This design comes from an exercise in tuning for small area on the open sky130 flow, not from production work. In this exercise RTL edits were held to simulation tests only and were not proved equivalent to the original. Power and IR drop assume default switching activity.

Setup of v39:
==> flow/design.v (excerpt) <==
module rgb2gray_uhd_4ppc
(
    input [95:0] VIDEO_IN_tdata,
    input VIDEO_IN_tlast,
    output VIDEO_IN_tready,
    input VIDEO_IN_tuser,
    input VIDEO_IN_tvalid,
    input s_axis_video_aclk,
    output [31:0] VIDEO_OUT_tdata,
    output VIDEO_OUT_tlast,
    input VIDEO_OUT_tready,
    output VIDEO_OUT_tuser,
    output VIDEO_OUT_tvalid
);
wire [31:0] hx, hy;
wire [3:0] c8;
wire [31:0] gray;
reg [31:0] x1, y1;
reg [3:0] c1;
reg [2:0] s1;
reg [34:0] r2, r3, r4, r5, r6, r7;
genvar k;
generate
    for (k = 0; k < 4; k = k + 1)
    begin : px
        wire [7:0] a = VIDEO_IN_tdata[24*k+16+:8];
        wire [7:0] b = VIDEO_IN_tdata[24*k+8+:8];
        wire [7:0] c = VIDEO_IN_tdata[24*k+:8];
        wire hs1;
        wire hc2;
        wire fs3;
        wire fc4;
        wire fs5;
        wire fc6;
        wire hs7;
        wire hc8;
        wire fs9;
        wire fc10;
        wire fs11;
        wire fc12;
        wire hs13;
        wire hc14;
        wire fs15;
        wire fc16;
        wire fs17;
        wire fc18;
        wire fs19;
        wire fc20;
        wire fs21;
        wire fc22;
        wire fs23;
        wire fc24;
        wire fs25;
        wire fc26;
        wire fs27;
        wire fc28;
        wire fs29;
        wire fc30;
        wire hs31;
        wire hc32;
        wire fs33;
        wire fc34;
        wire fs35;
        wire fc36;
        wire fs37;
        wire fc38;
        wire fs39;
        wire fc40;
        wire fs41;
        wire fc42;
        wire fs43;
        wire fc44;
        wire fs45;
        wire fc46;
        wire fs47;
        wire fc48;
        wire fs49;
        wire fc50;
        wire fs51;
        wire fc52;
        wire fs53;
        wire fc54;
        wire fs55;
        wire fc56;
        wire fs57;
        wire fc58;
        wire fs59;
        wire fc60;
        wire fs61;
        wire fc62;
        wire fs63;
        wire fc64;
        wire hs65;
        wire hc66;
        wire fs67;
        wire fc68;
        wire fs69;
        wire fc70;
        wire fs71;
        wire fc72;
        wire fs73;
        wire fc74;
  ...
Settings: LEC_CHECK=0, CAP_MARGIN=20, CORE_MARGIN=2, CORE_UTILIZATION=40, CTS_BUF_LIST=sky130_fd_sc_hd__clkbuf_16, CTS_CLUSTER_DIAMETER=80, CTS_CLUSTER_SIZE=25, GPL_TIMING_DRIVEN=0, SLEW_MARGIN=20, SYNTH_HIERARCHICAL=1; clock period 4.0 ns.
standard.sh (not shown) runs the stock make flow with config.mk's settings and CLKGATE_MAP_FILE= SYNTH_SCRIPT=/design/flow/synth_recipe.tcl, a recipe that flattens the netlist after the stock synthesis.
==> flow/flow/run.sh <==
#!/bin/bash
# Standard layout, with plain buf_1 cells as the port buffers and a clock tree
# without dummy loads and with a small root buffer.
set -euo pipefail
export BUFFER_PORTS_ARGS="-buffer_cell sky130_fd_sc_hd__buf_1"
export CTS_ARGS="-sink_clustering_enable -repair_clock_nets -sink_clustering_size 10 -sink_clustering_max_diameter 40 -buf_list {sky130_fd_sc_hd__clkbuf_8 sky130_fd_sc_hd__clkbuf_16} -sink_clustering_buffer sky130_fd_sc_hd__clkbuf_4 -root_buf sky130_fd_sc_hd__clkbuf_4 -dont_use_dummy_load"
bash standard.sh > standard.log 2>&1
Inputs modified between v39 and v59:
Settings: CTS_CLUSTER_DIAMETER removed (was 80); CTS_CLUSTER_SIZE removed (was 25); CORE_UTILIZATION changed from 40 to 50; CTS_BUF_LIST removed (was sky130_fd_sc_hd__clkbuf_16).
==> flow/flow/run.sh <==
#!/bin/bash
# Standard layout, with plain buf_1 cells as the port buffers and a clock tree
# without dummy loads and with a small root buffer.
set -euo pipefail
export BUFFER_PORTS_ARGS="-buffer_cell sky130_fd_sc_hd__buf_1"
export CTS_ARGS="-sink_clustering_enable -repair_clock_nets -sink_clustering_size 20 -sink_clustering_max_diameter 55 -buf_list {sky130_fd_sc_hd__clkbuf_8 sky130_fd_sc_hd__clkbuf_16} -sink_clustering_buffer sky130_fd_sc_hd__clkbuf_8 -root_buf sky130_fd_sc_hd__clkbuf_4 -dont_use_dummy_load"
bash standard.sh > standard.log 2>&1
--- outcome ---
- v59 reached the final stage; the timing, DRC and antenna checks on its layout passed.
- For floorplan row count, dividing the value from v39 by the value from v59 gives 1.13.
- Layout overhead on the synthesized area, v39 and v59, lower one = v59.
- Total power: v39 and v59 compared, higher one is v39
- Routed wire length: higher on v39
- Re sequential share of layout area: v59 is 0.46 points up on v39.
- Wire length of the first global-routing pass: v59 vs v39 up 1.3%
- [v59 vs v39] ratio of final minimum period to clock period: higher in v59
- In v59, the via count came out 158 below the value in v39.
- Compared with v39, sum of met2 wire segment lengths after detailed routing in v59 increased by a few percent.
Inputs modified between v59 and v29:
Settings: CTS_CLUSTER_SIZE now 25, previously not set; CTS_CLUSTER_DIAMETER now 80, previously not set; CTS_BUF_LIST now sky130_fd_sc_hd__clkbuf_16, previously not set; CORE_UTILIZATION now 40, was 50.
==> flow/flow/run.sh <==
#!/bin/bash
# Standard layout, with plain buf_1 cells as the port buffers and a clock tree
# without dummy loads and with a small root buffer.
set -euo pipefail
export BUFFER_PORTS_ARGS="-buffer_cell sky130_fd_sc_hd__buf_1"
export CTS_ARGS="-sink_clustering_enable -repair_clock_nets -sink_clustering_size 16 -sink_clustering_max_diameter 50 -buf_list {sky130_fd_sc_hd__clkbuf_8 sky130_fd_sc_hd__clkbuf_16} -sink_clustering_buffer sky130_fd_sc_hd__clkbuf_8 -root_buf sky130_fd_sc_hd__clkbuf_4 -dont_use_dummy_load"
bash standard.sh > standard.log 2>&1
Results
- On maximum single-stage delay on the critical path, v59 and v29 are basically level.
- Global placement routability congestion shrinks by a few percent when moving from v59 to v29.
- v29: global router's overall resource usage 2.7 points below v59
- v29 did not stop at any stage, and its layout met the timing, DRC and antenna checks.
- Part of the total power dissipated in the clock network was lower in the run labelled v59.
- Between v29 and v59, it is v29 whose width of the die is higher, by 12%.
- Total power consumption of the routed design grows by a few percent when moving from v59 to v29.
- Summary — wire length, v29 relative to v59: higher, by 1.6%.
- [compare] base=v59 new=v29: first-pass GRT wire length -540 um; number of global-route vias before repair -4.1%; slew of the pin with the lowest slew margin +9.3 ps.
Modified inputs, v32 compared to v29
==> flow/flow/run.sh <==
#!/bin/bash
# Standard layout, with plain buf_1 cells as the port buffers and a clock tree
# without dummy loads and with a small root buffer.
set -euo pipefail
export BUFFER_PORTS_ARGS="-buffer_cell sky130_fd_sc_hd__buf_1"
export CTS_ARGS="-sink_clustering_enable -repair_clock_nets -sink_clustering_size 18 -sink_clustering_max_diameter 60 -buf_list {sky130_fd_sc_hd__clkbuf_8 sky130_fd_sc_hd__clkbuf_16} -sink_clustering_buffer sky130_fd_sc_hd__clkbuf_8 -root_buf sky130_fd_sc_hd__clkbuf_4 -dont_use_dummy_load"
bash standard.sh > standard.log 2>&1
## What came out
v32 ends up with lower number of cells on the worst hold path than v29 does. [diff] final worst-path setup slack, v32 relative to v29: regression. In the metrics for v29 and v32, the one carrying the higher count of filler cells inserted in the layout is v29. Between v32 and v29, the overall routing resource usage figures differ only marginally. v32: highest clock rate 2.0 MHz below v29. [compare] base=v29 new=v32: clock share of power lower, final design area excluding fillers dropped 0.41%.

* * *

Another version of the RTL of rgb2gray_uhd_4ppc (not shown whole).
Size in the first run: roughly 670 cells after synthesis, ~12000 µm² of cells after synthesis.
Settings: LEC_CHECK=0, CAP_MARGIN=20, CORE_MARGIN=2, CORE_UTILIZATION=40, CTS_BUF_LIST=sky130_fd_sc_hd__clkbuf_4, GPL_TIMING_DRIVEN=0, SLEW_MARGIN=20, SYNTH_HIERARCHICAL=1; clock period 4.0 ns.
run.sh (not shown) runs the stock make flow with config.mk's settings and CLKGATE_MAP_FILE= SYNTH_SCRIPT=/design/flow/synth_recipe.tcl, a recipe that flattens the netlist after the stock synthesis.
Stock flow here: none of the scripts above is used.
Next try:
--- a/flow/config.mk
+++ b/flow/config.mk
@@ -9,5 +9,4 @@
 export CORE_MARGIN = 2
 export CORE_UTILIZATION = 40
-export CTS_BUF_LIST = sky130_fd_sc_hd__clkbuf_4
 export GPL_TIMING_DRIVEN = 0
 export SLEW_MARGIN = 20
Power increases by 2.5%.
Via count decreases by 4.0%.
Core utilization increases by 0.21 points.
Cell area increases by 0.41%.
Maximum frequency increases by 1.1%.
Routed wire length decreases by 0.51%.
Synthesized area is unchanged.
Global-route usage decreases by 0.47 points.
Synthesized cell count is unchanged.
Die area is unchanged.
Next try:
--- a/flow/config.mk
+++ b/flow/config.mk
@@ -9,4 +9,7 @@
 export CORE_MARGIN = 2
 export CORE_UTILIZATION = 40
+export CTS_BUF_LIST = sky130_fd_sc_hd__clkbuf_8
+export CTS_CLUSTER_DIAMETER = 50
+export CTS_CLUSTER_SIZE = 15
 export GPL_TIMING_DRIVEN = 0
 export SLEW_MARGIN = 20
Routed wire length fell by 1.3%. Area after synthesis does not change. Power shrinks by 9.0%. Hold slack gains 0.0033 ns. Core utilization falls by 1.3 points. Cell area falls by 2.7%. Non-clock buffer count stays the same. First-iteration DRC count went up by 26%. Register-to-register slack barely changes. Synthesized cell count is unchanged.
Next try:
--- a/flow/config.mk
+++ b/flow/config.mk
@@ -9,8 +9,4 @@
 export CORE_MARGIN = 2
 export CORE_UTILIZATION = 40
-export CTS_BUF_LIST = sky130_fd_sc_hd__clkbuf_8
-export CTS_CLUSTER_DIAMETER = 50
-export CTS_CLUSTER_SIZE = 15
-export GPL_TIMING_DRIVEN = 0
 export SLEW_MARGIN = 20
 export SYNTH_HIERARCHICAL = 1
Effect: Power goes up by 13%. Worst setup slack gets better by 0.025 ns. Sequential share of layout area falls by 2.8 points. Cell area is higher by 8.1%. Routed wire length came out higher by 5.1%. Via count rose by 5.3%. Non-clock buffer count rises by 94. Utilization goes up by 3.9 points. Global-route usage came out higher by 0.39 points. Area after synthesis stays the same. Clock skew goes down by 0.0094 ns.

==> separate check: timing with driven ports <==
The results above use ideal ports. As a check the final layouts listed here were re-extracted and re-timed, cells and wires unchanged. Step 1 (the two cells are an assumption about what drives the block):
set clk [get_ports {s_axis_video_aclk}]
set_driving_cell -lib_cell sky130_fd_sc_hd__clkbuf_16 $clk
set_driving_cell -lib_cell sky130_fd_sc_hd__buf_2 [delete_from_list [all_inputs] $clk]
Step 2 moves the port delays by t, midway between the first and last clock arrival at a register: inputs arrive t later, outputs are due t later. That takes back most of the time a late clock gives input paths. Three values: no drivers, after step 1, after step 2; two values: the first two.
run | t, ns | setup slack, ns | hold WS [ns] | worst setup path after step 2 | worst data-port slew with drivers (ns)
v39 | 0.600 | 0.741 / 0.741 / 0.186 | 0.285 / 0.285 / 0.285 | input to register | 0.09
v59 | 0.599 | 0.727 / 0.727 / 0.172 | 0.272 / 0.272 / 0.272 | input to register | 0.04
v29 | 0.661 | 0.756 / 0.756 / 0.162 | 0.260 / 0.295 / 0.298 | input to register | 0.08
v32 | 0.648 | 0.736 / 0.736 / 0.178 | 0.268 / 0.268 / 0.268 | input to register | 0.08
the first run of note 2 | 0.629 | 0.062 / 0.077 / -0.551 | 0.304 / 0.304 / 0.304 | input to register | 0.05
the second run of note 2 | 0.546 | 0.107 / 0.121 / -0.425 | 0.321 / 0.321 / 0.321 | input to register | 0.05
the third run of note 2 | 0.558 | 0.099 / 0.109 / -0.449 | 0.324 / 0.324 / 0.324 | input to register | 0.05
the fourth run of note 2 | 0.545 | 0.123 / 0.139 / -0.406 | 0.318 / 0.318 / 0.318 | input to register | 0.07
With both steps, setup timing fails in the first run of note 2, the second run of note 2, the third run of note 2 and the fourth run of note 2, where it was met with ideal ports. The setup slack of the first run of note 2, which loses most, moves by +0.015 ns with the drivers and by -0.613 ns with both steps.
